Background: an optimization exercise with open tools, aiming at small area and a short achievable clock period. Do not read the settings as production practice. Function was not checked in any run shown here: the RTL went through the layout flow alone. Power and IR drop assume default switching activity.

==> flow/design.v, too long to show whole: its modules and the start of the top module <==
// module alu_design: 939 lines
// module mt_fa: 4 lines
// module mt_ha: 4 lines
// module mt_inv: 3 lines
// module mt_nand: 3 lines
// module mt_and: 3 lines
// module mt_nor: 3 lines
// module mt_muxi: 3 lines
// module mt_aoi21: 3 lines
// module mt_oai21: 3 lines
// module mt_xor: 3 lines
// module mt_xnor: 3 lines
module alu_design #(parameter OPERAND_WIDTH = 16, parameter CMD_WIDTH = 4)(
	input CLK, RST, MODE, CE, CIN,
	input [CMD_WIDTH-1:0] CMD,
	input [1:0] INP_VALID,
	input [OPERAND_WIDTH-1:0] OPA, OPB,
	output reg ERR, OFLOW, E, G, L,
	output reg COUT,
	output reg [(2*OPERAND_WIDTH)-1:0] RES
);
  // ...
==> flow/flow/run.sh <==
#!/bin/bash
set -e
cp standard.sh standard_sh.txt
export BUFFER_PORTS_ARGS="-buffer_cell sky130_fd_sc_hd__buf_1"
bash standard.sh > standard.log 2>&1
==> flow/standard.sh <==
#!/bin/bash
# synth_recipe.tcl (not shown) runs the flow's synth.tcl, then flattens the netlist and writes it again
# the make line also repeats each setting of config.mk as NAME=value (left out here)
make -C /OpenROAD-flow-scripts/flow DESIGN_CONFIG=/design/flow/config.mk WORK_HOME=/design/flow/orfs CLKGATE_MAP_FILE= SYNTH_SCRIPT=/design/flow/synth_recipe.tcl "${@:-finish}"
==> flow/config.mk <==
export PLATFORM = sky130hd
export DESIGN_NAME = alu_design
export DESIGN_NICKNAME = alu_design
export VERILOG_FILES = /design/flow/design.v
export SDC_FILE = /design/flow/constraint.sdc
export NUM_CORES = 4
export LEC_CHECK = 0
export CAP_MARGIN = 20
export CORE_MARGIN = 2
export CORE_UTILIZATION = 40
export SETUP_SLACK_MARGIN = 4.8
export SLEW_MARGIN = 20
export SYNTH_HIERARCHICAL = 1
==> flow/constraint.sdc <==
create_clock -name core_clock -period 8.0 [get_ports {CLK}]
set_input_delay 1.6000 -clock core_clock [delete_from_list [all_inputs] [get_ports {CLK}]]
set_output_delay 1.6000 -clock core_clock [all_outputs]
set_load 0.01 [all_outputs]
==> flow_metrics.env, run 1 <==
export IMPL_status="timing/DRC/antenna clean"
export IMPL_p_int_w=0.00211
export IMPL_drive_gt1_share_pct=23.7
export IMPL_gp_congestion=1.00
export IMPL_cp_startpoint="a[0]"
export IMPL_power_leader="combinational cells"
export IMPL_tightest_slew_ps=1050
export IMPL_path_depth=8
export IMPL_cts_made_buffers=17
export IMPL_nFillCells=4288
export IMPL_fin_crit_ps=3290
export IMPL_clk_pin_slew_worst_paths_ps=80
export IMPL_route_met2_wl_um=30800
export IMPL_p_seq_share_pct=32.7
export IMPL_clkSinkCount=181
export IMPL_seq_cell_count=181
export IMPL_ir_drop_mv=0.134
export IMPL_postCtsSetupBuffers=108
export IMPL_ios=81
export IMPL_slowest_stage="fa_2"
export IMPL_clk_latency_ps=500
export IMPL_cp_common_cell="fa_2"
export IMPL_placed_area_um2=19700
export IMPL_synthTopCellsByArea="fa_1, edfxtp_1, ha_1, dfrtp_1, nor2_1"
export IMPL_cts_htree_levels=4
export IMPL_fin_nets=2494
export IMPL_synth_async_reset_ratio_pct=28.7
export IMPL_synth_nets=2305
export IMPL_antenna_found_initial=2
export IMPL_fin_tns_setup_ps=0
export IMPL_critical_path_class="register to register"
export IMPL_path_delay_family="adder cells"
export IMPL_swShare_pct=38.8
export IMPL_inverters=95
export IMPL_synth_common_cells="nor2_1, fa_1, nand2_1"
export IMPL_drtIter0Drc=1865
export IMPL_clock_skew_ps=15.8
==> run 2: changes to the inputs <==
==> flow/design.v (replaced) <==
module alu_design #(parameter OPERAND_WIDTH = 16, parameter CMD_WIDTH = 4)(
	input CLK, RST, MODE, CE, CIN,
	input [CMD_WIDTH-1:0] CMD,
	input [1:0] INP_VALID,
	input [OPERAND_WIDTH-1:0] OPA, OPB,
	output reg ERR, OFLOW, E, G, L,
	output reg COUT,
	output reg [(2*OPERAND_WIDTH)-1:0] RES
);
	reg [15:0] a, b;
	reg [3:0] cmd;
	reg cin;
	reg mode;
	reg [1:0] iv;
	always @(posedge CLK) begin
		a <= OPA;
		b <= OPB;
		cmd <= CMD;
		cin <= CIN;
	end
	always @(posedge CLK or posedge RST) begin
		if (RST) begin
			mode <= 1'b0;
			iv <= 2'b00;
		end else begin
			mode <= CE & MODE;
			iv <= CE ? INP_VALID : 2'b00;
		end
	end
	wire v11 = iv == 2'b11;
	wire vA  = iv == 2'b01;
	wire vB  = iv == 2'b10;
	reg xb;           
	reg [1:0] ysel;   
	reg c0, xe_s, ye_s;
	always @(*) begin
		xb = 1'b0; ysel = 2'd0; c0 = 1'b0; xe_s = 1'b0; ye_s = 1'b0;
		case (cmd)
			4'd0: begin ysel = 2'd0; end
			4'd1: begin ysel = 2'd1; c0 = 1'b1; end
			4'd2: begin ysel = 2'd0; c0 = cin; end
			4'd3: begin ysel = 2'd1; c0 = ~cin; end
			4'd4: begin ysel = 2'd2; c0 = 1'b1; end
			4'd5: begin ysel = 2'd3; end
			4'd6: begin xb = 1'b1; ysel = 2'd2; c0 = 1'b1; end
			4'd7: begin xb = 1'b1; ysel = 2'd3; end
			4'd11: begin ysel = 2'd0; xe_s = 1'b1; ye_s = 1'b1; end
			4'd12: begin ysel = 2'd1; c0 = 1'b1; xe_s = 1'b1; ye_s = 1'b1; end
			default: begin ysel = 2'd1; c0 = 1'b1; end
		endcase
	end
	wire [15:0] ax = xb ? b : a;
	wire [15:0] ay = ysel == 2'd0 ? b : ysel == 2'd1 ? ~b : ysel == 2'd2 ? 16'h0000 : 16'hffff;
	wire xe = xe_s & ax[15];
	wire ye = ye_s ? ay[15] : ysel[0];
	wire [16:0] sum = {xe, ax} + {ye, ay} + {16'b0, c0};
	wire eq = a == b;
	wire sgn = cmd != 4'd8;
	wire lt = {a[15] ^ sgn, a[14:0]} < {b[15] ^ sgn, b[14:0]};
	wire [3:0] rs = cmd[0] ? (4'd0 - b[3:0]) : b[3:0];
	wire [31:0] rdbl = {a, a} << rs;
	wire [15:0] rot = rdbl[31:16];
	reg [15:0] lres;
	reg lok;
	always @(*) begin
		lres = 16'h0000;
		lok = 1'b1;
		case (cmd)
			4'd0: lres = a & b;
			4'd1: lres = ~(a & b);
			4'd2: lres = a | b;
			4'd3: lres = ~(a | b);
			4'd4: lres = a ^ b;
			4'd5: lres = ~(a ^ b);
			4'd6: lres = ~a;
			4'd7: lres = ~b;
			4'd8: lres = a >> 1;
			4'd9: lres = a << 1;
			4'd10: lres = b >> 1;
			4'd11: lres = b << 1;
			4'd12: lres = rot;
			4'd13: lres = rot;
			default: lok = 1'b0;
		endcase
		case (iv)
			2'b00: lok = 1'b0;
			2'b01: lok = lok & (cmd == 4'd6 || cmd == 4'd8 || cmd == 4'd9);
			2'b10: lok = lok & (cmd == 4'd7 || cmd == 4'd10 || cmd == 4'd11);
			default: ;
		endcase
	end
	wire rot_err = (cmd == 4'd12 || cmd == 4'd13) && (|b[15:5]);
	wire m9 = cmd[0];
	wire [31:0] ts, tc;
	mul_tree u_tree (.a(a), .b(b), .m9(m9), .s(ts), .c(tc));
	wire [31:0] prod = ts + tc;
	reg [31:0] P;
	reg pvalid;
	wire is_mul = v11 && (cmd == 4'd9 || cmd == 4'd10);
	wire add_ok = (v11 && (cmd <= 4'd7 || cmd == 4'd11 || cmd == 4'd12)) ||
	              (vA && (cmd == 4'd4 || cmd == 4'd5)) ||
	              (vB && (cmd == 4'd6 || cmd == 4'd7));
	wire is_cmp8 = v11 && cmd == 4'd8;
	wire is_scmp = v11 && (cmd == 4'd11 || cmd == 4'd12);
	reg [31:0] res_n;
	reg err_n, e_n, g_n, l_n;
	always @(*) begin
		res_n = 32'd0;
		err_n = 1'b0; e_n = 1'b0; g_n = 1'b0; l_n = 1'b0;
		if (mode) begin
			if (is_mul)
				res_n = pvalid ? P : 32'd0;
			else if (add_ok)
				res_n[16:0] = sum;
			else if (!is_cmp8)
				err_n = 1'b1;
			if (is_cmp8 || is_scmp) begin
				e_n = eq;
				l_n = !eq && lt;
				g_n = !eq && !lt;
			end
		end else begin
			if (lok)
				res_n[15:0] = lres;
			err_n = !lok || (v11 && rot_err);
		end
	end
	reg oflow_idle;
	wire cmd_sub = cmd == 4'd1 || cmd == 4'd3 || cmd == 4'd5 || cmd == 4'd7;
	wire oflow_n = mode && (cmd_sub ? sum[16] :
	                        cmd == 4'd11 ? ((a[15] & b[15] & ~res_n[15]) | (~a[15] & ~b[15] & res_n[15])) :
	                        cmd == 4'd12 ? ((~a[15] & b[15] & res_n[15]) | (a[15] & ~b[15] & ~res_n[15])) : 1'b0);
	wire oflow_idle_n = mode && ((cmd == 4'd3 && cin) || cmd == 4'd5 || cmd == 4'd7 || (cmd == 4'd11 && res_n[15]));
	wire cout_n = mode && (cmd == 4'd0 || cmd == 4'd2 || cmd == 4'd4 || cmd == 4'd6 || cmd == 4'd11) && res_n[16];
	always @(posedge CLK or posedge RST) begin
		if (RST) begin
			RES <= 32'd0;
			ERR <= 1'b0; E <= 1'b0; G <= 1'b0; L <= 1'b0;
			OFLOW <= 1'b0; oflow_idle <= 1'b0; COUT <= 1'b0;
			pvalid <= 1'b0;
		end else if (CE) begin
			RES <= res_n;
			ERR <= err_n; E <= e_n; G <= g_n; L <= l_n;
			OFLOW <= oflow_n; oflow_idle <= oflow_idle_n; COUT <= cout_n;
			if (mode)
				pvalid <= is_mul;
		end else begin
			ERR <= 1'b0; E <= 1'b0; G <= 1'b0; L <= 1'b0;
			OFLOW <= oflow_idle;
		end
	end
	always @(posedge CLK) begin
		if (CE && mode && is_mul)
			P <= prod;
	end
endmodule
module mul_tree(input [15:0] a, input [15:0] b, input m9, output [31:0] s, output [31:0] c);
	wire [15:0] mx = m9 ? a : {a[14:0], 1'b0};
	wire [15:0] a9 = a & {16{m9}};
	wire [15:0] b9 = b & {16{m9}};
	wire [15:0] pp [0:15];
	genvar gi;
	generate for (gi = 0; gi < 16; gi = gi + 1) begin : g_pp
		assign pp[gi] = b & {16{mx[gi]}};
	end endgenerate
	wire [225:0] fs, fc;
	wire [30:0] hs, hc;
	assign hs[0] = a9[11] ^ b9[11];
	assign hc[0] = a9[11] & b9[11];
	assign fs[0] = a9[12] ^ b9[12] ^ pp[0][12];
	assign fc[0] = (a9[12] & b9[12]) | (a9[12] & pp[0][12]) | (b9[12] & pp[0][12]);
	assign hs[1] = pp[10][2] ^ pp[11][1];
	assign hc[1] = pp[10][2] & pp[11][1];
	assign fs[1] = a9[13] ^ b9[13] ^ pp[0][13];
	assign fc[1] = (a9[13] & b9[13]) | (a9[13] & pp[0][13]) | (b9[13] & pp[0][13]);
	assign fs[2] = pp[10][3] ^ pp[11][2] ^ pp[12][1];
	assign fc[2] = (pp[10][3] & pp[11][2]) | (pp[10][3] & pp[12][1]) | (pp[11][2] & pp[12][1]);
	assign hs[2] = pp[13][0] ^ pp[1][12];
	assign hc[2] = pp[13][0] & pp[1][12];
	assign fs[3] = a9[14] ^ b9[14] ^ pp[0][14];
	assign fc[3] = (a9[14] & b9[14]) | (a9[14] & pp[0][14]) | (b9[14] & pp[0][14]);
	assign fs[4] = pp[10][4] ^ pp[11][3] ^ pp[12][2];
	assign fc[4] = (pp[10][4] & pp[11][3]) | (pp[10][4] & pp[12][2]) | (pp[11][3] & pp[12][2]);
	assign fs[5] = pp[13][1] ^ pp[14][0] ^ pp[1][13];
	assign fc[5] = (pp[13][1] & pp[14][0]) | (pp[13][1] & pp[1][13]) | (pp[14][0] & pp[1][13]);
	assign hs[3] = pp[2][12] ^ pp[3][11];
	assign hc[3] = pp[2][12] & pp[3][11];
	assign fs[6] = a9[15] ^ b9[15] ^ pp[0][15];
	assign fc[6] = (a9[15] & b9[15]) | (a9[15] & pp[0][15]) | (b9[15] & pp[0][15]);
	assign fs[7] = pp[10][5] ^ pp[11][4] ^ pp[12][3];
	assign fc[7] = (pp[10][5] & pp[11][4]) | (pp[10][5] & pp[12][3]) | (pp[11][4] & pp[12][3]);
	assign fs[8] = pp[13][2] ^ pp[14][1] ^ pp[15][0];
	assign fc[8] = (pp[13][2] & pp[14][1]) | (pp[13][2] & pp[15][0]) | (pp[14][1] & pp[15][0]);
	assign fs[9] = pp[1][14] ^ pp[2][13] ^ pp[3][12];
	assign fc[9] = (pp[1][14] & pp[2][13]) | (pp[1][14] & pp[3][12]) | (pp[2][13] & pp[3][12]);
	assign hs[4] = pp[4][11] ^ pp[5][10];
	assign hc[4] = pp[4][11] & pp[5][10];
	assign fs[10] = pp[10][6] ^ pp[11][5] ^ pp[12][4];
	assign fc[10] = (pp[10][6] & pp[11][5]) | (pp[10][6] & pp[12][4]) | (pp[11][5] & pp[12][4]);
	assign fs[11] = pp[13][3] ^ pp[14][2] ^ pp[15][1];
	assign fc[11] = (pp[13][3] & pp[14][2]) | (pp[13][3] & pp[15][1]) | (pp[14][2] & pp[15][1]);
	assign fs[12] = pp[1][15] ^ pp[2][14] ^ pp[3][13];
	assign fc[12] = (pp[1][15] & pp[2][14]) | (pp[1][15] & pp[3][13]) | (pp[2][14] & pp[3][13]);
	assign hs[5] = pp[4][12] ^ pp[5][11];
	assign hc[5] = pp[4][12] & pp[5][11];
	assign fs[13] = pp[10][7] ^ pp[11][6] ^ pp[12][5];
	assign fc[13] = (pp[10][7] & pp[11][6]) | (pp[10][7] & pp[12][5]) | (pp[11][6] & pp[12][5]);
	assign fs[14] = pp[13][4] ^ pp[14][3] ^ pp[15][2];
	assign fc[14] = (pp[13][4] & pp[14][3]) | (pp[13][4] & pp[15][2]) | (pp[14][3] & pp[15][2]);
	assign hs[6] = pp[2][15] ^ pp[3][14];
	assign hc[6] = pp[2][15] & pp[3][14];
	assign fs[15] = pp[10][8] ^ pp[11][7] ^ pp[12][6];
	assign fc[15] = (pp[10][8] & pp[11][7]) | (pp[10][8] & pp[12][6]) | (pp[11][7] & pp[12][6]);
	assign hs[7] = pp[13][5] ^ pp[14][4];
	assign hc[7] = pp[13][5] & pp[14][4];
	assign hs[8] = pp[10][9] ^ pp[11][8];
	assign hc[8] = pp[10][9] & pp[11][8];
	assign hs[9] = a9[7] ^ b9[7];
	assign hc[9] = a9[7] & b9[7];
	assign fs[16] = a9[8] ^ b9[8] ^ pp[0][8];
	assign fc[16] = (a9[8] & b9[8]) | (a9[8] & pp[0][8]) | (b9[8] & pp[0][8]);
	assign hs[10] = pp[1][7] ^ pp[2][6];
	assign hc[10] = pp[1][7] & pp[2][6];
	assign fs[17] = a9[9] ^ b9[9] ^ pp[0][9];
	assign fc[17] = (a9[9] & b9[9]) | (a9[9] & pp[0][9]) | (b9[9] & pp[0][9]);
	assign fs[18] = pp[1][8] ^ pp[2][7] ^ pp[3][6];
	assign fc[18] = (pp[1][8] & pp[2][7]) | (pp[1][8] & pp[3][6]) | (pp[2][7] & pp[3][6]);
	assign hs[11] = pp[4][5] ^ pp[5][4];
	assign hc[11] = pp[4][5] & pp[5][4];
	assign fs[19] = a9[10] ^ b9[10] ^ pp[0][10];
	assign fc[19] = (a9[10] & b9[10]) | (a9[10] & pp[0][10]) | (b9[10] & pp[0][10]);
	assign fs[20] = pp[10][0] ^ pp[1][9] ^ pp[2][8];
	assign fc[20] = (pp[10][0] & pp[1][9]) | (pp[10][0] & pp[2][8]) | (pp[1][9] & pp[2][8]);
	assign fs[21] = pp[3][7] ^ pp[4][6] ^ pp[5][5];
	assign fc[21] = (pp[3][7] & pp[4][6]) | (pp[3][7] & pp[5][5]) | (pp[4][6] & pp[5][5]);
	assign hs[12] = pp[6][4] ^ pp[7][3];
	assign hc[12] = pp[6][4] & pp[7][3];
	assign fs[22] = pp[0][11] ^ pp[10][1] ^ pp[11][0];
	assign fc[22] = (pp[0][11] & pp[10][1]) | (pp[0][11] & pp[11][0]) | (pp[10][1] & pp[11][0]);
	assign fs[23] = pp[1][10] ^ pp[2][9] ^ pp[3][8];
	assign fc[23] = (pp[1][10] & pp[2][9]) | (pp[1][10] & pp[3][8]) | (pp[2][9] & pp[3][8]);
	assign fs[24] = pp[4][7] ^ pp[5][6] ^ pp[6][5];
	assign fc[24] = (pp[4][7] & pp[5][6]) | (pp[4][7] & pp[6][5]) | (pp[5][6] & pp[6][5]);
	assign fs[25] = pp[7][4] ^ pp[8][3] ^ pp[9][2];
	assign fc[25] = (pp[7][4] & pp[8][3]) | (pp[7][4] & pp[9][2]) | (pp[8][3] & pp[9][2]);
	assign fs[26] = pp[12][0] ^ pp[1][11] ^ pp[2][10];
	assign fc[26] = (pp[12][0] & pp[1][11]) | (pp[12][0] & pp[2][10]) | (pp[1][11] & pp[2][10]);
	assign fs[27] = pp[3][9] ^ pp[4][8] ^ pp[5][7];
	assign fc[27] = (pp[3][9] & pp[4][8]) | (pp[3][9] & pp[5][7]) | (pp[4][8] & pp[5][7]);
	assign fs[28] = pp[6][6] ^ pp[7][5] ^ pp[8][4];
	assign fc[28] = (pp[6][6] & pp[7][5]) | (pp[6][6] & pp[8][4]) | (pp[7][5] & pp[8][4]);
	assign fs[29] = pp[9][3] ^ hc[0] ^ hs[1];
	assign fc[29] = (pp[9][3] & hc[0]) | (pp[9][3] & hs[1]) | (hc[0] & hs[1]);
	assign fs[30] = pp[2][11] ^ pp[3][10] ^ pp[4][9];
	assign fc[30] = (pp[2][11] & pp[3][10]) | (pp[2][11] & pp[4][9]) | (pp[3][10] & pp[4][9]);
	assign fs[31] = pp[5][8] ^ pp[6][7] ^ pp[7][6];
	assign fc[31] = (pp[5][8] & pp[6][7]) | (pp[5][8] & pp[7][6]) | (pp[6][7] & pp[7][6]);
	assign fs[32] = pp[8][5] ^ pp[9][4] ^ hc[1];
	assign fc[32] = (pp[8][5] & pp[9][4]) | (pp[8][5] & hc[1]) | (pp[9][4] & hc[1]);
	assign fs[33] = hs[2] ^ fc[0] ^ fs[1];
	assign fc[33] = (hs[2] & fc[0]) | (hs[2] & fs[1]) | (fc[0] & fs[1]);
	assign fs[34] = pp[4][10] ^ pp[5][9] ^ pp[6][8];
	assign fc[34] = (pp[4][10] & pp[5][9]) | (pp[4][10] & pp[6][8]) | (pp[5][9] & pp[6][8]);
	assign fs[35] = pp[7][7] ^ pp[8][6] ^ pp[9][5];
	assign fc[35] = (pp[7][7] & pp[8][6]) | (pp[7][7] & pp[9][5]) | (pp[8][6] & pp[9][5]);
	assign fs[36] = hc[2] ^ hs[3] ^ fc[1];
	assign fc[36] = (hc[2] & hs[3]) | (hc[2] & fc[1]) | (hs[3] & fc[1]);
	assign fs[37] = fc[2] ^ fs[3] ^ fs[4];
	assign fc[37] = (fc[2] & fs[3]) | (fc[2] & fs[4]) | (fs[3] & fs[4]);
	assign fs[38] = pp[6][9] ^ pp[7][8] ^ pp[8][7];
	assign fc[38] = (pp[6][9] & pp[7][8]) | (pp[6][9] & pp[8][7]) | (pp[7][8] & pp[8][7]);
	assign fs[39] = pp[9][6] ^ hc[3] ^ hs[4];
	assign fc[39] = (pp[9][6] & hc[3]) | (pp[9][6] & hs[4]) | (hc[3] & hs[4]);
	assign fs[40] = fc[3] ^ fc[4] ^ fc[5];
	assign fc[40] = (fc[3] & fc[4]) | (fc[3] & fc[5]) | (fc[4] & fc[5]);
	assign fs[41] = fs[6] ^ fs[7] ^ fs[8];
	assign fc[41] = (fs[6] & fs[7]) | (fs[6] & fs[8]) | (fs[7] & fs[8]);
	assign fs[42] = pp[6][10] ^ pp[7][9] ^ pp[8][8];
	assign fc[42] = (pp[6][10] & pp[7][9]) | (pp[6][10] & pp[8][8]) | (pp[7][9] & pp[8][8]);
	assign fs[43] = pp[9][7] ^ hc[4] ^ hs[5];
	assign fc[43] = (pp[9][7] & hc[4]) | (pp[9][7] & hs[5]) | (hc[4] & hs[5]);
	assign fs[44] = fc[6] ^ fc[7] ^ fc[8];
	assign fc[44] = (fc[6] & fc[7]) | (fc[6] & fc[8]) | (fc[7] & fc[8]);
	assign fs[45] = fc[9] ^ fs[10] ^ fs[11];
	assign fc[45] = (fc[9] & fs[10]) | (fc[9] & fs[11]) | (fs[10] & fs[11]);
	assign fs[46] = pp[4][13] ^ pp[5][12] ^ pp[6][11];
	assign fc[46] = (pp[4][13] & pp[5][12]) | (pp[4][13] & pp[6][11]) | (pp[5][12] & pp[6][11]);
	assign fs[47] = pp[7][10] ^ pp[8][9] ^ pp[9][8];
	assign fc[47] = (pp[7][10] & pp[8][9]) | (pp[7][10] & pp[9][8]) | (pp[8][9] & pp[9][8]);
	assign fs[48] = hc[5] ^ hs[6] ^ fc[10];
	assign fc[48] = (hc[5] & hs[6]) | (hc[5] & fc[10]) | (hs[6] & fc[10]);
	assign fs[49] = fc[11] ^ fc[12] ^ fs[13];
	assign fc[49] = (fc[11] & fc[12]) | (fc[11] & fs[13]) | (fc[12] & fs[13]);
	assign fs[50] = pp[15][3] ^ pp[3][15] ^ pp[4][14];
	assign fc[50] = (pp[15][3] & pp[3][15]) | (pp[15][3] & pp[4][14]) | (pp[3][15] & pp[4][14]);
	assign fs[51] = pp[5][13] ^ pp[6][12] ^ pp[7][11];
	assign fc[51] = (pp[5][13] & pp[6][12]) | (pp[5][13] & pp[7][11]) | (pp[6][12] & pp[7][11]);
	assign fs[52] = pp[8][10] ^ pp[9][9] ^ hc[6];
	assign fc[52] = (pp[8][10] & pp[9][9]) | (pp[8][10] & hc[6]) | (pp[9][9] & hc[6]);
	assign fs[53] = hs[7] ^ fc[13] ^ fc[14];
	assign fc[53] = (hs[7] & fc[13]) | (hs[7] & fc[14]) | (fc[13] & fc[14]);
	assign fs[54] = pp[12][7] ^ pp[13][6] ^ pp[14][5];
	assign fc[54] = (pp[12][7] & pp[13][6]) | (pp[12][7] & pp[14][5]) | (pp[13][6] & pp[14][5]);
	assign fs[55] = pp[15][4] ^ pp[4][15] ^ pp[5][14];
	assign fc[55] = (pp[15][4] & pp[4][15]) | (pp[15][4] & pp[5][14]) | (pp[4][15] & pp[5][14]);
	assign fs[56] = pp[6][13] ^ pp[7][12] ^ pp[8][11];
	assign fc[56] = (pp[6][13] & pp[7][12]) | (pp[6][13] & pp[8][11]) | (pp[7][12] & pp[8][11]);
	assign fs[57] = pp[9][10] ^ hc[7] ^ hs[8];
	assign fc[57] = (pp[9][10] & hc[7]) | (pp[9][10] & hs[8]) | (hc[7] & hs[8]);
	assign fs[58] = pp[10][10] ^ pp[11][9] ^ pp[12][8];
	assign fc[58] = (pp[10][10] & pp[11][9]) | (pp[10][10] & pp[12][8]) | (pp[11][9] & pp[12][8]);
	assign fs[59] = pp[13][7] ^ pp[14][6] ^ pp[15][5];
	assign fc[59] = (pp[13][7] & pp[14][6]) | (pp[13][7] & pp[15][5]) | (pp[14][6] & pp[15][5]);
	assign fs[60] = pp[5][15] ^ pp[6][14] ^ pp[7][13];
	assign fc[60] = (pp[5][15] & pp[6][14]) | (pp[5][15] & pp[7][13]) | (pp[6][14] & pp[7][13]);
	assign hs[13] = pp[8][12] ^ pp[9][11];
	assign hc[13] = pp[8][12] & pp[9][11];
	assign fs[61] = pp[10][11] ^ pp[11][10] ^ pp[12][9];
	assign fc[61] = (pp[10][11] & pp[11][10]) | (pp[10][11] & pp[12][9]) | (pp[11][10] & pp[12][9]);
	assign fs[62] = pp[13][8] ^ pp[14][7] ^ pp[15][6];
	assign fc[62] = (pp[13][8] & pp[14][7]) | (pp[13][8] & pp[15][6]) | (pp[14][7] & pp[15][6]);
	assign hs[14] = pp[6][15] ^ pp[7][14];
	assign hc[14] = pp[6][15] & pp[7][14];
	assign fs[63] = pp[10][12] ^ pp[11][11] ^ pp[12][10];
	assign fc[63] = (pp[10][12] & pp[11][11]) | (pp[10][12] & pp[12][10]) | (pp[11][11] & pp[12][10]);
	assign hs[15] = pp[13][9] ^ pp[14][8];
	assign hc[15] = pp[13][9] & pp[14][8];
	assign hs[16] = pp[10][13] ^ pp[11][12];
	assign hc[16] = pp[10][13] & pp[11][12];
	assign hs[17] = a9[4] ^ b9[4];
	assign hc[17] = a9[4] & b9[4];
	assign fs[64] = a9[5] ^ b9[5] ^ pp[0][5];
	assign fc[64] = (a9[5] & b9[5]) | (a9[5] & pp[0][5]) | (b9[5] & pp[0][5]);
	assign hs[18] = pp[1][4] ^ pp[2][3];
	assign hc[18] = pp[1][4] & pp[2][3];
	assign fs[65] = a9[6] ^ b9[6] ^ pp[0][6];
	assign fc[65] = (a9[6] & b9[6]) | (a9[6] & pp[0][6]) | (b9[6] & pp[0][6]);
	assign fs[66] = pp[1][5] ^ pp[2][4] ^ pp[3][3];
	assign fc[66] = (pp[1][5] & pp[2][4]) | (pp[1][5] & pp[3][3]) | (pp[2][4] & pp[3][3]);
	assign hs[19] = pp[4][2] ^ pp[5][1];
	assign hc[19] = pp[4][2] & pp[5][1];
	assign fs[67] = pp[0][7] ^ pp[1][6] ^ pp[2][5];
	assign fc[67] = (pp[0][7] & pp[1][6]) | (pp[0][7] & pp[2][5]) | (pp[1][6] & pp[2][5]);
	assign fs[68] = pp[3][4] ^ pp[4][3] ^ pp[5][2];
	assign fc[68] = (pp[3][4] & pp[4][3]) | (pp[3][4] & pp[5][2]) | (pp[4][3] & pp[5][2]);
	assign fs[69] = pp[6][1] ^ pp[7][0] ^ hs[9];
	assign fc[69] = (pp[6][1] & pp[7][0]) | (pp[6][1] & hs[9]) | (pp[7][0] & hs[9]);
	assign fs[70] = pp[3][5] ^ pp[4][4] ^ pp[5][3];
	assign fc[70] = (pp[3][5] & pp[4][4]) | (pp[3][5] & pp[5][3]) | (pp[4][4] & pp[5][3]);
	assign fs[71] = pp[6][2] ^ pp[7][1] ^ pp[8][0];
	assign fc[71] = (pp[6][2] & pp[7][1]) | (pp[6][2] & pp[8][0]) | (pp[7][1] & pp[8][0]);
	assign fs[72] = hc[9] ^ hs[10] ^ fs[16];
	assign fc[72] = (hc[9] & hs[10]) | (hc[9] & fs[16]) | (hs[10] & fs[16]);
	assign fs[73] = pp[6][3] ^ pp[7][2] ^ pp[8][1];
	assign fc[73] = (pp[6][3] & pp[7][2]) | (pp[6][3] & pp[8][1]) | (pp[7][2] & pp[8][1]);
	assign fs[74] = pp[9][0] ^ hc[10] ^ hs[11];
	assign fc[74] = (pp[9][0] & hc[10]) | (pp[9][0] & hs[11]) | (hc[10] & hs[11]);
	assign fs[75] = fc[16] ^ fs[17] ^ fs[18];
	assign fc[75] = (fc[16] & fs[17]) | (fc[16] & fs[18]) | (fs[17] & fs[18]);
	assign fs[76] = pp[8][2] ^ pp[9][1] ^ hc[11];
	assign fc[76] = (pp[8][2] & pp[9][1]) | (pp[8][2] & hc[11]) | (pp[9][1] & hc[11]);
	assign fs[77] = hs[12] ^ fc[17] ^ fc[18];
	assign fc[77] = (hs[12] & fc[17]) | (hs[12] & fc[18]) | (fc[17] & fc[18]);
	assign fs[78] = fs[19] ^ fs[20] ^ fs[21];
	assign fc[78] = (fs[19] & fs[20]) | (fs[19] & fs[21]) | (fs[20] & fs[21]);
	assign fs[79] = hs[0] ^ hc[12] ^ fc[19];
	assign fc[79] = (hs[0] & hc[12]) | (hs[0] & fc[19]) | (hc[12] & fc[19]);
	assign fs[80] = fc[20] ^ fc[21] ^ fs[22];
	assign fc[80] = (fc[20] & fc[21]) | (fc[20] & fs[22]) | (fc[21] & fs[22]);
	assign fs[81] = fs[23] ^ fs[24] ^ fs[25];
	assign fc[81] = (fs[23] & fs[24]) | (fs[23] & fs[25]) | (fs[24] & fs[25]);
	assign fs[82] = fc[22] ^ fc[23] ^ fc[24];
	assign fc[82] = (fc[22] & fc[23]) | (fc[22] & fc[24]) | (fc[23] & fc[24]);
	assign fs[83] = fc[25] ^ fs[0] ^ fs[26];
	assign fc[83] = (fc[25] & fs[0]) | (fc[25] & fs[26]) | (fs[0] & fs[26]);
	assign fs[84] = fs[27] ^ fs[28] ^ fs[29];
	assign fc[84] = (fs[27] & fs[28]) | (fs[27] & fs[29]) | (fs[28] & fs[29]);
	assign fs[85] = fc[26] ^ fc[27] ^ fc[28];
	assign fc[85] = (fc[26] & fc[27]) | (fc[26] & fc[28]) | (fc[27] & fc[28]);
	assign fs[86] = fs[2] ^ fs[30] ^ fs[31];
	assign fc[86] = (fs[2] & fs[30]) | (fs[2] & fs[31]) | (fs[30] & fs[31]);
	assign fs[87] = fc[29] ^ fs[32] ^ fs[33];
	assign fc[87] = (fc[29] & fs[32]) | (fc[29] & fs[33]) | (fs[32] & fs[33]);
	assign fs[88] = fc[30] ^ fc[31] ^ fs[34];
	assign fc[88] = (fc[30] & fc[31]) | (fc[30] & fs[34]) | (fc[31] & fs[34]);
	assign fs[89] = fs[35] ^ fs[5] ^ fc[32];
	assign fc[89] = (fs[35] & fs[5]) | (fs[35] & fc[32]) | (fs[5] & fc[32]);
	assign fs[90] = fc[33] ^ fs[36] ^ fs[37];
	assign fc[90] = (fc[33] & fs[36]) | (fc[33] & fs[37]) | (fs[36] & fs[37]);
	assign fs[91] = fc[34] ^ fc[35] ^ fs[38];
	assign fc[91] = (fc[34] & fc[35]) | (fc[34] & fs[38]) | (fc[35] & fs[38]);
	assign fs[92] = fs[9] ^ fc[36] ^ fs[39];
	assign fc[92] = (fs[9] & fc[36]) | (fs[9] & fs[39]) | (fc[36] & fs[39]);
	assign fs[93] = fc[37] ^ fs[40] ^ fs[41];
	assign fc[93] = (fc[37] & fs[40]) | (fc[37] & fs[41]) | (fs[40] & fs[41]);
	assign fs[94] = fc[38] ^ fs[12] ^ fs[42];
	assign fc[94] = (fc[38] & fs[12]) | (fc[38] & fs[42]) | (fs[12] & fs[42]);
	assign fs[95] = fc[39] ^ fc[40] ^ fs[43];
	assign fc[95] = (fc[39] & fc[40]) | (fc[39] & fs[43]) | (fc[40] & fs[43]);
	assign fs[96] = fc[41] ^ fs[44] ^ fs[45];
	assign fc[96] = (fc[41] & fs[44]) | (fc[41] & fs[45]) | (fs[44] & fs[45]);
	assign fs[97] = fc[42] ^ fs[14] ^ fs[46];
	assign fc[97] = (fc[42] & fs[14]) | (fc[42] & fs[46]) | (fs[14] & fs[46]);
	assign fs[98] = fs[47] ^ fc[43] ^ fc[44];
	assign fc[98] = (fs[47] & fc[43]) | (fs[47] & fc[44]) | (fc[43] & fc[44]);
	assign fs[99] = fc[45] ^ fs[48] ^ fs[49];
	assign fc[99] = (fc[45] & fs[48]) | (fc[45] & fs[49]) | (fs[48] & fs[49]);
	assign fs[100] = fc[46] ^ fc[47] ^ fs[15];
	assign fc[100] = (fc[46] & fc[47]) | (fc[46] & fs[15]) | (fc[47] & fs[15]);
	assign fs[101] = fs[50] ^ fs[51] ^ fs[52];
	assign fc[101] = (fs[50] & fs[51]) | (fs[50] & fs[52]) | (fs[51] & fs[52]);
	assign fs[102] = fc[48] ^ fc[49] ^ fs[53];
	assign fc[102] = (fc[48] & fc[49]) | (fc[48] & fs[53]) | (fc[49] & fs[53]);
	assign fs[103] = fc[15] ^ fc[50] ^ fc[51];
	assign fc[103] = (fc[15] & fc[50]) | (fc[15] & fc[51]) | (fc[50] & fc[51]);
	assign fs[104] = fs[54] ^ fs[55] ^ fs[56];
	assign fc[104] = (fs[54] & fs[55]) | (fs[54] & fs[56]) | (fs[55] & fs[56]);
	assign fs[105] = fc[52] ^ fc[53] ^ fs[57];
	assign fc[105] = (fc[52] & fc[53]) | (fc[52] & fs[57]) | (fc[53] & fs[57]);
	assign fs[106] = hc[8] ^ hs[13] ^ fc[54];
	assign fc[106] = (hc[8] & hs[13]) | (hc[8] & fc[54]) | (hs[13] & fc[54]);
	assign fs[107] = fc[55] ^ fc[56] ^ fs[58];
	assign fc[107] = (fc[55] & fc[56]) | (fc[55] & fs[58]) | (fc[56] & fs[58]);
	assign fs[108] = fs[59] ^ fs[60] ^ fc[57];
	assign fc[108] = (fs[59] & fs[60]) | (fs[59] & fc[57]) | (fs[60] & fc[57]);
	assign fs[109] = pp[8][13] ^ pp[9][12] ^ hc[13];
	assign fc[109] = (pp[8][13] & pp[9][12]) | (pp[8][13] & hc[13]) | (pp[9][12] & hc[13]);
	assign fs[110] = hs[14] ^ fc[58] ^ fc[59];
	assign fc[110] = (hs[14] & fc[58]) | (hs[14] & fc[59]) | (fc[58] & fc[59]);
	assign fs[111] = fc[60] ^ fs[61] ^ fs[62];
	assign fc[111] = (fc[60] & fs[61]) | (fc[60] & fs[62]) | (fs[61] & fs[62]);
	assign fs[112] = pp[15][7] ^ pp[7][15] ^ pp[8][14];
	assign fc[112] = (pp[15][7] & pp[7][15]) | (pp[15][7] & pp[8][14]) | (pp[7][15] & pp[8][14]);
	assign fs[113] = pp[9][13] ^ hc[14] ^ hs[15];
	assign fc[113] = (pp[9][13] & hc[14]) | (pp[9][13] & hs[15]) | (hc[14] & hs[15]);
	assign fs[114] = fc[61] ^ fc[62] ^ fs[63];
	assign fc[114] = (fc[61] & fc[62]) | (fc[61] & fs[63]) | (fc[62] & fs[63]);
	assign fs[115] = pp[12][11] ^ pp[13][10] ^ pp[14][9];
	assign fc[115] = (pp[12][11] & pp[13][10]) | (pp[12][11] & pp[14][9]) | (pp[13][10] & pp[14][9]);
	assign fs[116] = pp[15][8] ^ pp[8][15] ^ pp[9][14];
	assign fc[116] = (pp[15][8] & pp[8][15]) | (pp[15][8] & pp[9][14]) | (pp[8][15] & pp[9][14]);
	assign fs[117] = hc[15] ^ hs[16] ^ fc[63];
	assign fc[117] = (hc[15] & hs[16]) | (hc[15] & fc[63]) | (hs[16] & fc[63]);
	assign fs[118] = pp[10][14] ^ pp[11][13] ^ pp[12][12];
	assign fc[118] = (pp[10][14] & pp[11][13]) | (pp[10][14] & pp[12][12]) | (pp[11][13] & pp[12][12]);
	assign fs[119] = pp[13][11] ^ pp[14][10] ^ pp[15][9];
	assign fc[119] = (pp[13][11] & pp[14][10]) | (pp[13][11] & pp[15][9]) | (pp[14][10] & pp[15][9]);
	assign hs[20] = pp[9][15] ^ hc[16];
	assign hc[20] = pp[9][15] & hc[16];
	assign fs[120] = pp[10][15] ^ pp[11][14] ^ pp[12][13];
	assign fc[120] = (pp[10][15] & pp[11][14]) | (pp[10][15] & pp[12][13]) | (pp[11][14] & pp[12][13]);
	assign hs[21] = pp[13][12] ^ pp[14][11];
	assign hc[21] = pp[13][12] & pp[14][11];
	assign hs[22] = pp[11][15] ^ pp[12][14];
	assign hc[22] = pp[11][15] & pp[12][14];
	assign hs[23] = a9[2] ^ b9[2];
	assign hc[23] = a9[2] & b9[2];
	assign fs[121] = a9[3] ^ b9[3] ^ pp[0][3];
	assign fc[121] = (a9[3] & b9[3]) | (a9[3] & pp[0][3]) | (b9[3] & pp[0][3]);
	assign hs[24] = pp[1][2] ^ pp[2][1];
	assign hc[24] = pp[1][2] & pp[2][1];
	assign fs[122] = pp[0][4] ^ pp[1][3] ^ pp[2][2];
	assign fc[122] = (pp[0][4] & pp[1][3]) | (pp[0][4] & pp[2][2]) | (pp[1][3] & pp[2][2]);
	assign fs[123] = pp[3][1] ^ pp[4][0] ^ hs[17];
	assign fc[123] = (pp[3][1] & pp[4][0]) | (pp[3][1] & hs[17]) | (pp[4][0] & hs[17]);
	assign fs[124] = pp[3][2] ^ pp[4][1] ^ pp[5][0];
	assign fc[124] = (pp[3][2] & pp[4][1]) | (pp[3][2] & pp[5][0]) | (pp[4][1] & pp[5][0]);
	assign fs[125] = hc[17] ^ hs[18] ^ fs[64];
	assign fc[125] = (hc[17] & hs[18]) | (hc[17] & fs[64]) | (hs[18] & fs[64]);
	assign fs[126] = pp[6][0] ^ hc[18] ^ hs[19];
	assign fc[126] = (pp[6][0] & hc[18]) | (pp[6][0] & hs[19]) | (hc[18] & hs[19]);
	assign fs[127] = fc[64] ^ fs[65] ^ fs[66];
	assign fc[127] = (fc[64] & fs[65]) | (fc[64] & fs[66]) | (fs[65] & fs[66]);
	assign fs[128] = hc[19] ^ fc[65] ^ fc[66];
	assign fc[128] = (hc[19] & fc[65]) | (hc[19] & fc[66]) | (fc[65] & fc[66]);
	assign fs[129] = fs[67] ^ fs[68] ^ fs[69];
	assign fc[129] = (fs[67] & fs[68]) | (fs[67] & fs[69]) | (fs[68] & fs[69]);
	assign fs[130] = fc[67] ^ fc[68] ^ fs[70];
	assign fc[130] = (fc[67] & fc[68]) | (fc[67] & fs[70]) | (fc[68] & fs[70]);
	assign fs[131] = fs[71] ^ fc[69] ^ fs[72];
	assign fc[131] = (fs[71] & fc[69]) | (fs[71] & fs[72]) | (fc[69] & fs[72]);
	assign fs[132] = fc[70] ^ fc[71] ^ fs[73];
	assign fc[132] = (fc[70] & fc[71]) | (fc[70] & fs[73]) | (fc[71] & fs[73]);
	assign fs[133] = fs[74] ^ fc[72] ^ fs[75];
	assign fc[133] = (fs[74] & fc[72]) | (fs[74] & fs[75]) | (fc[72] & fs[75]);
	assign fs[134] = fc[73] ^ fc[74] ^ fs[76];
	assign fc[134] = (fc[73] & fc[74]) | (fc[73] & fs[76]) | (fc[74] & fs[76]);
	assign fs[135] = fc[75] ^ fs[77] ^ fs[78];
	assign fc[135] = (fc[75] & fs[77]) | (fc[75] & fs[78]) | (fs[77] & fs[78]);
	assign fs[136] = fc[76] ^ fc[77] ^ fc[78];
	assign fc[136] = (fc[76] & fc[77]) | (fc[76] & fc[78]) | (fc[77] & fc[78]);
	assign fs[137] = fs[79] ^ fs[80] ^ fs[81];
	assign fc[137] = (fs[79] & fs[80]) | (fs[79] & fs[81]) | (fs[80] & fs[81]);
	assign fs[138] = fc[79] ^ fc[80] ^ fc[81];
	assign fc[138] = (fc[79] & fc[80]) | (fc[79] & fc[81]) | (fc[80] & fc[81]);
	assign fs[139] = fs[82] ^ fs[83] ^ fs[84];
	assign fc[139] = (fs[82] & fs[83]) | (fs[82] & fs[84]) | (fs[83] & fs[84]);
	assign fs[140] = fc[82] ^ fc[83] ^ fs[85];
	assign fc[140] = (fc[82] & fc[83]) | (fc[82] & fs[85]) | (fc[83] & fs[85]);
	assign fs[141] = fs[86] ^ fc[84] ^ fs[87];
	assign fc[141] = (fs[86] & fc[84]) | (fs[86] & fs[87]) | (fc[84] & fs[87]);
	assign fs[142] = fc[85] ^ fc[86] ^ fs[88];
	assign fc[142] = (fc[85] & fc[86]) | (fc[85] & fs[88]) | (fc[86] & fs[88]);
	assign fs[143] = fs[89] ^ fc[87] ^ fs[90];
	assign fc[143] = (fs[89] & fc[87]) | (fs[89] & fs[90]) | (fc[87] & fs[90]);
	assign fs[144] = fc[88] ^ fc[89] ^ fs[91];
	assign fc[144] = (fc[88] & fc[89]) | (fc[88] & fs[91]) | (fc[89] & fs[91]);
	assign fs[145] = fs[92] ^ fc[90] ^ fs[93];
	assign fc[145] = (fs[92] & fc[90]) | (fs[92] & fs[93]) | (fc[90] & fs[93]);
	assign fs[146] = fc[91] ^ fs[94] ^ fc[92];
	assign fc[146] = (fc[91] & fs[94]) | (fc[91] & fc[92]) | (fs[94] & fc[92]);
	assign fs[147] = fs[95] ^ fc[93] ^ fs[96];
	assign fc[147] = (fs[95] & fc[93]) | (fs[95] & fs[96]) | (fc[93] & fs[96]);
	assign fs[148] = fc[94] ^ fs[97] ^ fc[95];
	assign fc[148] = (fc[94] & fs[97]) | (fc[94] & fc[95]) | (fs[97] & fc[95]);
	assign fs[149] = fs[98] ^ fc[96] ^ fs[99];
	assign fc[149] = (fs[98] & fc[96]) | (fs[98] & fs[99]) | (fc[96] & fs[99]);
	assign fs[150] = fc[97] ^ fs[100] ^ fc[98];
	assign fc[150] = (fc[97] & fs[100]) | (fc[97] & fc[98]) | (fs[100] & fc[98]);
	assign fs[151] = fs[101] ^ fs[102] ^ fc[99];
	assign fc[151] = (fs[101] & fs[102]) | (fs[101] & fc[99]) | (fs[102] & fc[99]);
	assign fs[152] = fc[100] ^ fs[103] ^ fs[104];
	assign fc[152] = (fc[100] & fs[103]) | (fc[100] & fs[104]) | (fs[103] & fs[104]);
	assign fs[153] = fc[101] ^ fc[102] ^ fs[105];
	assign fc[153] = (fc[101] & fc[102]) | (fc[101] & fs[105]) | (fc[102] & fs[105]);
	assign fs[154] = fc[103] ^ fc[104] ^ fs[106];
	assign fc[154] = (fc[103] & fc[104]) | (fc[103] & fs[106]) | (fc[104] & fs[106]);
	assign fs[155] = fs[107] ^ fc[105] ^ fs[108];
	assign fc[155] = (fs[107] & fc[105]) | (fs[107] & fs[108]) | (fc[105] & fs[108]);
	assign fs[156] = fs[109] ^ fc[106] ^ fc[107];
	assign fc[156] = (fs[109] & fc[106]) | (fs[109] & fc[107]) | (fc[106] & fc[107]);
	assign fs[157] = fs[110] ^ fs[111] ^ fc[108];
	assign fc[157] = (fs[110] & fs[111]) | (fs[110] & fc[108]) | (fs[111] & fc[108]);
	assign fs[158] = fs[112] ^ fc[109] ^ fc[110];
	assign fc[158] = (fs[112] & fc[109]) | (fs[112] & fc[110]) | (fc[109] & fc[110]);
	assign fs[159] = fs[113] ^ fc[111] ^ fs[114];
	assign fc[159] = (fs[113] & fc[111]) | (fs[113] & fs[114]) | (fc[111] & fs[114]);
	assign fs[160] = fc[112] ^ fs[115] ^ fs[116];
	assign fc[160] = (fc[112] & fs[115]) | (fc[112] & fs[116]) | (fs[115] & fs[116]);
	assign fs[161] = fc[113] ^ fc[114] ^ fs[117];
	assign fc[161] = (fc[113] & fc[114]) | (fc[113] & fs[117]) | (fc[114] & fs[117]);
	assign fs[162] = fc[115] ^ fc[116] ^ fs[118];
	assign fc[162] = (fc[115] & fc[116]) | (fc[115] & fs[118]) | (fc[116] & fs[118]);
	assign fs[163] = fs[119] ^ hs[20] ^ fc[117];
	assign fc[163] = (fs[119] & hs[20]) | (fs[119] & fc[117]) | (hs[20] & fc[117]);
	assign fs[164] = pp[15][10] ^ hs[21] ^ fc[118];
	assign fc[164] = (pp[15][10] & hs[21]) | (pp[15][10] & fc[118]) | (hs[21] & fc[118]);
	assign fs[165] = fc[119] ^ hc[20] ^ fs[120];
	assign fc[165] = (fc[119] & hc[20]) | (fc[119] & fs[120]) | (hc[20] & fs[120]);
	assign fs[166] = pp[13][13] ^ pp[14][12] ^ pp[15][11];
	assign fc[166] = (pp[13][13] & pp[14][12]) | (pp[13][13] & pp[15][11]) | (pp[14][12] & pp[15][11]);
	assign fs[167] = hc[21] ^ hs[22] ^ fc[120];
	assign fc[167] = (hc[21] & hs[22]) | (hc[21] & fc[120]) | (hs[22] & fc[120]);
	assign fs[168] = pp[12][15] ^ pp[13][14] ^ pp[14][13];
	assign fc[168] = (pp[12][15] & pp[13][14]) | (pp[12][15] & pp[14][13]) | (pp[13][14] & pp[14][13]);
	assign hs[25] = pp[15][12] ^ hc[22];
	assign hc[25] = pp[15][12] & hc[22];
	assign hs[26] = pp[13][15] ^ pp[14][14];
	assign hc[26] = pp[13][15] & pp[14][14];
	assign hs[27] = a9[0] ^ b9[0];
	assign hc[27] = a9[0] & b9[0];
	assign fs[169] = a9[1] ^ b9[1] ^ pp[0][1];
	assign fc[169] = (a9[1] & b9[1]) | (a9[1] & pp[0][1]) | (b9[1] & pp[0][1]);
	assign fs[170] = pp[0][2] ^ pp[1][1] ^ pp[2][0];
	assign fc[170] = (pp[0][2] & pp[1][1]) | (pp[0][2] & pp[2][0]) | (pp[1][1] & pp[2][0]);
	assign fs[171] = pp[3][0] ^ hc[23] ^ hs[24];
	assign fc[171] = (pp[3][0] & hc[23]) | (pp[3][0] & hs[24]) | (hc[23] & hs[24]);
	assign fs[172] = hc[24] ^ fc[121] ^ fs[122];
	assign fc[172] = (hc[24] & fc[121]) | (hc[24] & fs[122]) | (fc[121] & fs[122]);
	assign fs[173] = fc[122] ^ fs[124] ^ fc[123];
	assign fc[173] = (fc[122] & fs[124]) | (fc[122] & fc[123]) | (fs[124] & fc[123]);
	assign fs[174] = fc[124] ^ fs[126] ^ fc[125];
	assign fc[174] = (fc[124] & fs[126]) | (fc[124] & fc[125]) | (fs[126] & fc[125]);
	assign fs[175] = fc[126] ^ fc[127] ^ fs[128];
	assign fc[175] = (fc[126] & fc[127]) | (fc[126] & fs[128]) | (fc[127] & fs[128]);
	assign fs[176] = fc[128] ^ fs[130] ^ fc[129];
	assign fc[176] = (fc[128] & fs[130]) | (fc[128] & fc[129]) | (fs[130] & fc[129]);
	assign fs[177] = fc[130] ^ fs[132] ^ fc[131];
	assign fc[177] = (fc[130] & fs[132]) | (fc[130] & fc[131]) | (fs[132] & fc[131]);
	assign fs[178] = fc[132] ^ fs[134] ^ fc[133];
	assign fc[178] = (fc[132] & fs[134]) | (fc[132] & fc[133]) | (fs[134] & fc[133]);
	assign fs[179] = fc[134] ^ fs[136] ^ fc[135];
	assign fc[179] = (fc[134] & fs[136]) | (fc[134] & fc[135]) | (fs[136] & fc[135]);
	assign fs[180] = fc[136] ^ fs[138] ^ fc[137];
	assign fc[180] = (fc[136] & fs[138]) | (fc[136] & fc[137]) | (fs[138] & fc[137]);
	assign fs[181] = fc[138] ^ fs[140] ^ fc[139];
	assign fc[181] = (fc[138] & fs[140]) | (fc[138] & fc[139]) | (fs[140] & fc[139]);
	assign fs[182] = fc[140] ^ fs[142] ^ fc[141];
	assign fc[182] = (fc[140] & fs[142]) | (fc[140] & fc[141]) | (fs[142] & fc[141]);
	assign fs[183] = fc[142] ^ fs[144] ^ fc[143];
	assign fc[183] = (fc[142] & fs[144]) | (fc[142] & fc[143]) | (fs[144] & fc[143]);
	assign fs[184] = fc[144] ^ fs[146] ^ fc[145];
	assign fc[184] = (fc[144] & fs[146]) | (fc[144] & fc[145]) | (fs[146] & fc[145]);
	assign fs[185] = fc[146] ^ fs[148] ^ fc[147];
	assign fc[185] = (fc[146] & fs[148]) | (fc[146] & fc[147]) | (fs[148] & fc[147]);
	assign fs[186] = fc[148] ^ fs[150] ^ fc[149];
	assign fc[186] = (fc[148] & fs[150]) | (fc[148] & fc[149]) | (fs[150] & fc[149]);
	assign fs[187] = fs[152] ^ fc[150] ^ fc[151];
	assign fc[187] = (fs[152] & fc[150]) | (fs[152] & fc[151]) | (fc[150] & fc[151]);
	assign fs[188] = fs[154] ^ fc[152] ^ fc[153];
	assign fc[188] = (fs[154] & fc[152]) | (fs[154] & fc[153]) | (fc[152] & fc[153]);
	assign fs[189] = fc[154] ^ fs[156] ^ fc[155];
	assign fc[189] = (fc[154] & fs[156]) | (fc[154] & fc[155]) | (fs[156] & fc[155]);
	assign fs[190] = fs[158] ^ fc[156] ^ fs[159];
	assign fc[190] = (fs[158] & fc[156]) | (fs[158] & fs[159]) | (fc[156] & fs[159]);
	assign fs[191] = fs[160] ^ fc[158] ^ fs[161];
	assign fc[191] = (fs[160] & fc[158]) | (fs[160] & fs[161]) | (fc[158] & fs[161]);
	assign fs[192] = fc[160] ^ fs[162] ^ fs[163];
	assign fc[192] = (fc[160] & fs[162]) | (fc[160] & fs[163]) | (fs[162] & fs[163]);
	assign fs[193] = fc[162] ^ fs[164] ^ fs[165];
	assign fc[193] = (fc[162] & fs[164]) | (fc[162] & fs[165]) | (fs[164] & fs[165]);
	assign fs[194] = fs[166] ^ fc[164] ^ fc[165];
	assign fc[194] = (fs[166] & fc[164]) | (fs[166] & fc[165]) | (fc[164] & fc[165]);
	assign fs[195] = fc[166] ^ fs[168] ^ hs[25];
	assign fc[195] = (fc[166] & fs[168]) | (fc[166] & hs[25]) | (fs[168] & hs[25]);
	assign fs[196] = pp[15][13] ^ hs[26] ^ fc[168];
	assign fc[196] = (pp[15][13] & hs[26]) | (pp[15][13] & fc[168]) | (hs[26] & fc[168]);
	assign hs[28] = pp[14][15] ^ pp[15][14];
	assign hc[28] = pp[14][15] & pp[15][14];
	assign hs[29] = m9 ^ pp[0][0];
	assign hc[29] = m9 & pp[0][0];
	assign fs[197] = pp[1][0] ^ hc[27] ^ fs[169];
	assign fc[197] = (pp[1][0] & hc[27]) | (pp[1][0] & fs[169]) | (hc[27] & fs[169]);
	assign fs[198] = hs[23] ^ fc[169] ^ fs[170];
	assign fc[198] = (hs[23] & fc[169]) | (hs[23] & fs[170]) | (fc[169] & fs[170]);
	assign fs[199] = fc[170] ^ fs[121] ^ fs[171];
	assign fc[199] = (fc[170] & fs[121]) | (fc[170] & fs[171]) | (fs[121] & fs[171]);
	assign fs[200] = fs[123] ^ fc[171] ^ fs[172];
	assign fc[200] = (fs[123] & fc[171]) | (fs[123] & fs[172]) | (fc[171] & fs[172]);
	assign fs[201] = fc[172] ^ fs[125] ^ fs[173];
	assign fc[201] = (fc[172] & fs[125]) | (fc[172] & fs[173]) | (fs[125] & fs[173]);
	assign fs[202] = fc[173] ^ fs[127] ^ fs[174];
	assign fc[202] = (fc[173] & fs[127]) | (fc[173] & fs[174]) | (fs[127] & fs[174]);
	assign fs[203] = fs[129] ^ fc[174] ^ fs[175];
	assign fc[203] = (fs[129] & fc[174]) | (fs[129] & fs[175]) | (fc[174] & fs[175]);
	assign fs[204] = fc[175] ^ fs[131] ^ fs[176];
	assign fc[204] = (fc[175] & fs[131]) | (fc[175] & fs[176]) | (fs[131] & fs[176]);
	assign fs[205] = fc[176] ^ fs[133] ^ fs[177];
	assign fc[205] = (fc[176] & fs[133]) | (fc[176] & fs[177]) | (fs[133] & fs[177]);
	assign fs[206] = fs[135] ^ fc[177] ^ fs[178];
	assign fc[206] = (fs[135] & fc[177]) | (fs[135] & fs[178]) | (fc[177] & fs[178]);
	assign fs[207] = fs[137] ^ fc[178] ^ fs[179];
	assign fc[207] = (fs[137] & fc[178]) | (fs[137] & fs[179]) | (fc[178] & fs[179]);
	assign fs[208] = fc[179] ^ fs[139] ^ fs[180];
	assign fc[208] = (fc[179] & fs[139]) | (fc[179] & fs[180]) | (fs[139] & fs[180]);
	assign fs[209] = fc[180] ^ fs[141] ^ fs[181];
	assign fc[209] = (fc[180] & fs[141]) | (fc[180] & fs[181]) | (fs[141] & fs[181]);
	assign fs[210] = fs[143] ^ fc[181] ^ fs[182];
	assign fc[210] = (fs[143] & fc[181]) | (fs[143] & fs[182]) | (fc[181] & fs[182]);
	assign fs[211] = fs[145] ^ fc[182] ^ fs[183];
	assign fc[211] = (fs[145] & fc[182]) | (fs[145] & fs[183]) | (fc[182] & fs[183]);
	assign fs[212] = fs[147] ^ fc[183] ^ fs[184];
	assign fc[212] = (fs[147] & fc[183]) | (fs[147] & fs[184]) | (fc[183] & fs[184]);
	assign fs[213] = fs[149] ^ fc[184] ^ fs[185];
	assign fc[213] = (fs[149] & fc[184]) | (fs[149] & fs[185]) | (fc[184] & fs[185]);
	assign fs[214] = fs[151] ^ fc[185] ^ fs[186];
	assign fc[214] = (fs[151] & fc[185]) | (fs[151] & fs[186]) | (fc[185] & fs[186]);
	assign fs[215] = fs[153] ^ fc[186] ^ fs[187];
	assign fc[215] = (fs[153] & fc[186]) | (fs[153] & fs[187]) | (fc[186] & fs[187]);
	assign fs[216] = fs[155] ^ fc[187] ^ fs[188];
	assign fc[216] = (fs[155] & fc[187]) | (fs[155] & fs[188]) | (fc[187] & fs[188]);
	assign fs[217] = fs[157] ^ fc[188] ^ fs[189];
	assign fc[217] = (fs[157] & fc[188]) | (fs[157] & fs[189]) | (fc[188] & fs[189]);
	assign fs[218] = fc[157] ^ fc[189] ^ fs[190];
	assign fc[218] = (fc[157] & fc[189]) | (fc[157] & fs[190]) | (fc[189] & fs[190]);
	assign fs[219] = fc[159] ^ fc[190] ^ fs[191];
	assign fc[219] = (fc[159] & fc[190]) | (fc[159] & fs[191]) | (fc[190] & fs[191]);
	assign fs[220] = fc[161] ^ fc[191] ^ fs[192];
	assign fc[220] = (fc[161] & fc[191]) | (fc[161] & fs[192]) | (fc[191] & fs[192]);
	assign fs[221] = fc[163] ^ fs[193] ^ fc[192];
	assign fc[221] = (fc[163] & fs[193]) | (fc[163] & fc[192]) | (fs[193] & fc[192]);
	assign fs[222] = fs[167] ^ fs[194] ^ fc[193];
	assign fc[222] = (fs[167] & fs[194]) | (fs[167] & fc[193]) | (fs[194] & fc[193]);
	assign fs[223] = fc[167] ^ fs[195] ^ fc[194];
	assign fc[223] = (fc[167] & fs[195]) | (fc[167] & fc[194]) | (fs[195] & fc[194]);
	assign fs[224] = hc[25] ^ fs[196] ^ fc[195];
	assign fc[224] = (hc[25] & fs[196]) | (hc[25] & fc[195]) | (fs[196] & fc[195]);
	assign fs[225] = hc[26] ^ hs[28] ^ fc[196];
	assign fc[225] = (hc[26] & hs[28]) | (hc[26] & fc[196]) | (hs[28] & fc[196]);
	assign hs[30] = pp[15][15] ^ hc[28];
	assign hc[30] = pp[15][15] & hc[28];
	assign s[0] = hs[27];
	assign c[0] = hs[29];
	assign s[1] = hc[29];
	assign c[1] = fs[197];
	assign s[2] = fc[197];
	assign c[2] = fs[198];
	assign s[3] = fc[198];
	assign c[3] = fs[199];
	assign s[4] = fc[199];
	assign c[4] = fs[200];
	assign s[5] = fc[200];
	assign c[5] = fs[201];
	assign s[6] = fc[201];
	assign c[6] = fs[202];
	assign s[7] = fc[202];
	assign c[7] = fs[203];
	assign s[8] = fc[203];
	assign c[8] = fs[204];
	assign s[9] = fc[204];
	assign c[9] = fs[205];
	assign s[10] = fc[205];
	assign c[10] = fs[206];
	assign s[11] = fc[206];
	assign c[11] = fs[207];
	assign s[12] = fc[207];
	assign c[12] = fs[208];
	assign s[13] = fc[208];
	assign c[13] = fs[209];
	assign s[14] = fc[209];
	assign c[14] = fs[210];
	assign s[15] = fc[210];
	assign c[15] = fs[211];
	assign s[16] = fc[211];
	assign c[16] = fs[212];
	assign s[17] = fc[212];
	assign c[17] = fs[213];
	assign s[18] = fc[213];
	assign c[18] = fs[214];
	assign s[19] = fc[214];
	assign c[19] = fs[215];
	assign s[20] = fc[215];
	assign c[20] = fs[216];
	assign s[21] = fc[216];
	assign c[21] = fs[217];
	assign s[22] = fc[217];
	assign c[22] = fs[218];
	assign s[23] = fc[218];
	assign c[23] = fs[219];
	assign s[24] = fc[219];
	assign c[24] = fs[220];
	assign s[25] = fc[220];
	assign c[25] = fs[221];
	assign s[26] = fs[222];
	assign c[26] = fc[221];
	assign s[27] = fc[222];
	assign c[27] = fs[223];
	assign s[28] = fs[224];
	assign c[28] = fc[223];
	assign s[29] = fs[225];
	assign c[29] = fc[224];
	assign s[30] = hs[30];
	assign c[30] = fc[225];
	assign s[31] = hc[30];
	assign c[31] = 1'b0;
endmodule
==> flow/run.sh (new file) <==
#!/bin/bash
# synth_recipe.tcl (not shown) runs the flow's synth.tcl, then flattens the netlist and writes it again
# the make line also repeats each setting of config.mk as NAME=value (left out here)
make -C /OpenROAD-flow-scripts/flow DESIGN_CONFIG=/design/flow/config.mk WORK_HOME=/design/flow/orfs CLKGATE_MAP_FILE= SYNTH_SCRIPT=/design/flow/synth_recipe.tcl finish
==> flow/config.mk (replaced) <==
export PLATFORM = sky130hd
export DESIGN_NAME = alu_design
export DESIGN_NICKNAME = alu_design
export VERILOG_FILES = /design/flow/design.v
export SDC_FILE = /design/flow/constraint.sdc
export NUM_CORES = 4
export LEC_CHECK = 0
export CAP_MARGIN = 20
export CORE_MARGIN = 2
export CORE_UTILIZATION = 40
export SETUP_SLACK_MARGIN = 4.0
export SLEW_MARGIN = 20
removed: flow/flow/run.sh
removed: flow/standard.sh
==> run 2 against run 1 <==
  * Critical path type unchanged
  * Via count rose by 2.9%
  * Final cell count rose by 5.3%
  * Register-to-register slack got worse by 2800 ps
  * Global-route usage rose by 1.2 points
  * Combinational power rose to 5.2 times the previous value
  * Sequential share of layout area fell by 9.0 points
  * Clock-buffer cell count fell by 9
  * Largest power group unchanged
  * Clock skew rose by 5.1 ps
  * Highest routed layer is now met4
==> flow_metrics.env, run 2 <==
export IMPL_swShare_pct=47.4
export IMPL_critical_path_class="register to register"
export IMPL_clk_pin_slew_worst_paths_ps=80
export IMPL_p_sw_w=0.00419
export IMPL_fin_tns_setup_ps=0
export IMPL_rsz0062_at_grt="true"
export IMPL_final_common_cell="inv_1"
export IMPL_worst_path_buf_inv=6
export IMPL_synth_top_flop_cell="dfrtp_1"
export IMPL_pwr_share_clk_pct=5.5
export IMPL_start_util_pct=40.5
export IMPL_dp_hpwl_um=48600
export IMPL_final_cell_mix="inv_1, nor2_1, fa_1"
export IMPL_synth_edf_count=32
export IMPL_overflow=0
export IMPL_cts_htree_levels=3
export IMPL_synthCells=2079
export IMPL_min_path_type="register to register"
export IMPL_synth_common_cells="inv_1, nor2_1, fa_1"
export IMPL_grt_pass1_wl_um=102000
export IMPL_dp_worst_setup_slack_ps=880
export IMPL_final_setup_viol_count=0
export IMPL_cp_common_cell="fa_1"
export IMPL_wl_um=68700
export IMPL_ir_drop_mv=0.785
export IMPL_seq_area_um2=2810
export IMPL_maxSlewViolCount=0
export IMPL_slowest_delay_ps=560
export IMPL_dieArea_um2=45400
export IMPL_cts_made_buffers=9
export IMPL_via_per_inst=5.77
export IMPL_cp_start_kind="register"
export IMPL_grt_pass1_vias=16900
export IMPL_vias=16500
export IMPL_ant_nets=0
export IMPL_core_area_um2=43100
export IMPL_dieWidth_um=213
export IMPL_yosys_register_bits=112
export IMPL_synth_top_area_share_pct=26.2
export IMPL_avgSynthCellArea_um2=8.40
export IMPL_end_kind="register"
export IMPL_multi_input_comb_area_um2=14000
export IMPL_ios=81
export IMPL_power_leakage_nw=10.1
export IMPL_clkSinkCount=112
export IMPL_cts_hold_buf=0
export IMPL_yosysWarnings=2
export IMPL_ff2ff_setup_slack_ps=1920
export IMPL_cts_tree="done"
export IMPL_fin_crit_ps=6080
export IMPL_timing_hold_violations_final=0
export IMPL_synth_distinct_cells=69
export IMPL_synth_async_reset_ratio_pct=38.4
export IMPL_p_seq_share_pct=9.8
export IMPL_setup_ws_ps=1920
export IMPL_tightest_slew_ps=977
export IMPL_synthTopCellsByArea="fa_1, ha_1, inv_1, dfrtp_1, nor2_1"
export IMPL_grt_start_max_net_pins=63
export IMPL_clk_latency_ps=420
export IMPL_worstPathArrival_ps=6250
export IMPL_power_frac_comb_pct=84.7
export IMPL_finalCritPeriodShare_pct=76.0
export IMPL_gp_congestion=0.966
export IMPL_cap_violations=0
export IMPL_die_y_um=213
export IMPL_clock_skew_ps=20.9
export IMPL_drive_gt1_share_pct=21.5
export IMPL_yosys_cell_count_top_type="inv_1"
export IMPL_drtIter0Drc=1533
export IMPL_synth_nets=2482
export IMPL_power_density_nw_per_um2=398
export IMPL_drc_errors=0
export IMPL_grtUsageTotal_pct=30.6
export IMPL_relSlewSlack_pct=34.7
export IMPL_cts_root_buf="clkbuf_16"
export IMPL_path_delay_family="adder cells"
export IMPL_cp_data_required_time_ps=8160
export IMPL_rows=76
export IMPL_portBuffers=80
export IMPL_ys_seq_area_share_pct=15.9
export IMPL_crit_fanout=6
export IMPL_p_int_w=0.00465
export IMPL_reg_top3="P (32), RES (32)"
export IMPL_syn_area_um2=17500
export IMPL_slowest_stage="fa_1"
export IMPL_wl_per_cell_um=24.0
export IMPL_syn_to_final_growth_pct=27.1
export IMPL_clock_fmax_mhz=164
export IMPL_dr_pass1_iters=7
export IMPL_status="timing/DRC/antenna clean"
export IMPL_yosysTopAreaCell="fa_1"
export IMPL_antenna_found_initial=1
export IMPL_nFillCells=3953
export IMPL_diodes=0
export IMPL_fin_nets=2677
export IMPL_cts_buffer_depth=2
run 2: worst register-to-register path: cells and delay by family (launching register included):
family | cells | cell delay, ps
adders and majority gates | 7 | 3090
AOI/OAI and AO/OA | 5 | 980
and+or+nand+nor | 6 | 670
buffers and inverters | 6 | 580
DFF | 1 | 380
xor gates and xnor gates | 1 | 140
run 2: cell type report:
class	instances	share of cell area [%]
Clock inverter	7	0.366
Multi-Input combinational cell	1492	62.8
Sequential cell	112	12.7
Timing Repair Buffer	308	13.4
Tap cell	585	3.30
Timing Repair inverter	4	0.209
Clock buffer	9	1.01
Inverter	347	6.26
run 2: worst paths after layout:
check                        from       to  cells after the start
setup / recovery           cmd[0]    P[28]                     25
max in group asynchronous     RST        G                      3
hold reg to reg             P[25]  RES[25]                      1
min in group asynchronous     RST   RES[7]                      2
setup reg to reg           cmd[0]    P[28]                     25
hold / removal              P[25]  RES[25]                      1
run 2: logic make-up (layout without fill, tap and decap cells):
| kind of cell | count (synthesis) | count (layout) | share of synthesized area [%] |
|---|---|---|---|
| buffers and inverters | 475 | 675 | 10.4 |
| flip-flops | 112 | 112 | 15.9 |
| adder cells (fa/ha/maj) | 360 | 360 | 35.6 |
| multiplexers | 80 | 80 | 5.47 |
| AND/OR/NAND/NOR | 571 | 571 | 13.6 |
| XOR/XNOR | 56 | 56 | 2.96 |
| AO/OA/AOI/OAI | 425 | 425 | 16.0 |
run 2: power by group through the flow:
stage          Clock [W]  Combinational, W  Sequential [W]
4_1_cts         0.000499           0.00622        0.000870
3_3_place_gp           0           0.00544        0.000883
5_1_grt         0.000523           0.00814        0.000871
6_report        0.000485           0.00749        0.000870
2_1_floorplan          0           0.00412        0.000877
3_5_place_dp           0           0.00556        0.000883
run 2: routing by layer:
| layer | share of wire [%] | wire (µm) | vias to the layer above | track usage, % |
|---|---|---|---|---|
| met5 | 0 | 0 | - | 0 |
| met4 | 8.0 | 5530 | 0 | 21.8 |
| met3 | 7.8 | 5340 | 292 | 5.82 |
| met2 | 46 | 32000 | 851 | 49.7 |
| met1 | 38 | 25900 | 8157 | 36.6 |
| li1 | - | - | 7226 | - |
run 2: what timing repair did:
action | 4_1_cts | 5_1_grt
setup endpoints to repair | 47 | 45
resized for setup | 113 | 177
gates cloned | 4 | 6
setup buffers | 75 | 85
endpoints found under the hold margin | 0 | 0
pin swaps | 37 | 80
run 2: per-stage QoR:
stage | cells | hold WS, ps | util (%) | total power [W] | instance area (µm²)
6_report | 2864 | 461 | 51.5 | 0.00884 | 22200
5_1_grt | 2864 | 479 | 51.5 | 0.00954 | 22200
4_1_cts | 2771 | 468 | 48.0 | 0.00758 | 20700
3_5_place_dp | 2676 | 455 | 44.8 | 0.00644 | 19300
3_3_place_gp | 2676 | 452 | 44.8 | 0.00633 | 19300
2_1_floorplan | 2079 | 439 | - | 0.00500 | 18000

==> static timing again, ports no longer ideal <==
Ports are ideal in the flow. The routed layouts listed here were re-timed in OpenROAD. Step 1, drivers: a clkbuf_16 drives CLK and a buf_2 each remaining input, both assumed. Step 2 moves the port delays by t, midway between the first and last clock arrival at a register: inputs arrive t later, outputs are due t later. That takes back most of the time a late clock gives input paths. Three values: no drivers, after step 1, after step 2; two values: the first two.
run	shift t [ns]	setup WS [ns]	clock arrival spread, ns
run 1	0.550	4.705 / 4.705 / 4.314	0.017 / 0.017
run 2	0.465	1.917 / 1.917 / 1.917	0.021 / 0.021
After both steps every run listed still meets setup and hold. For run 1, which loses most, drivers alone change the setup slack by 0.000 ns; drivers and shift together by -0.391 ns.
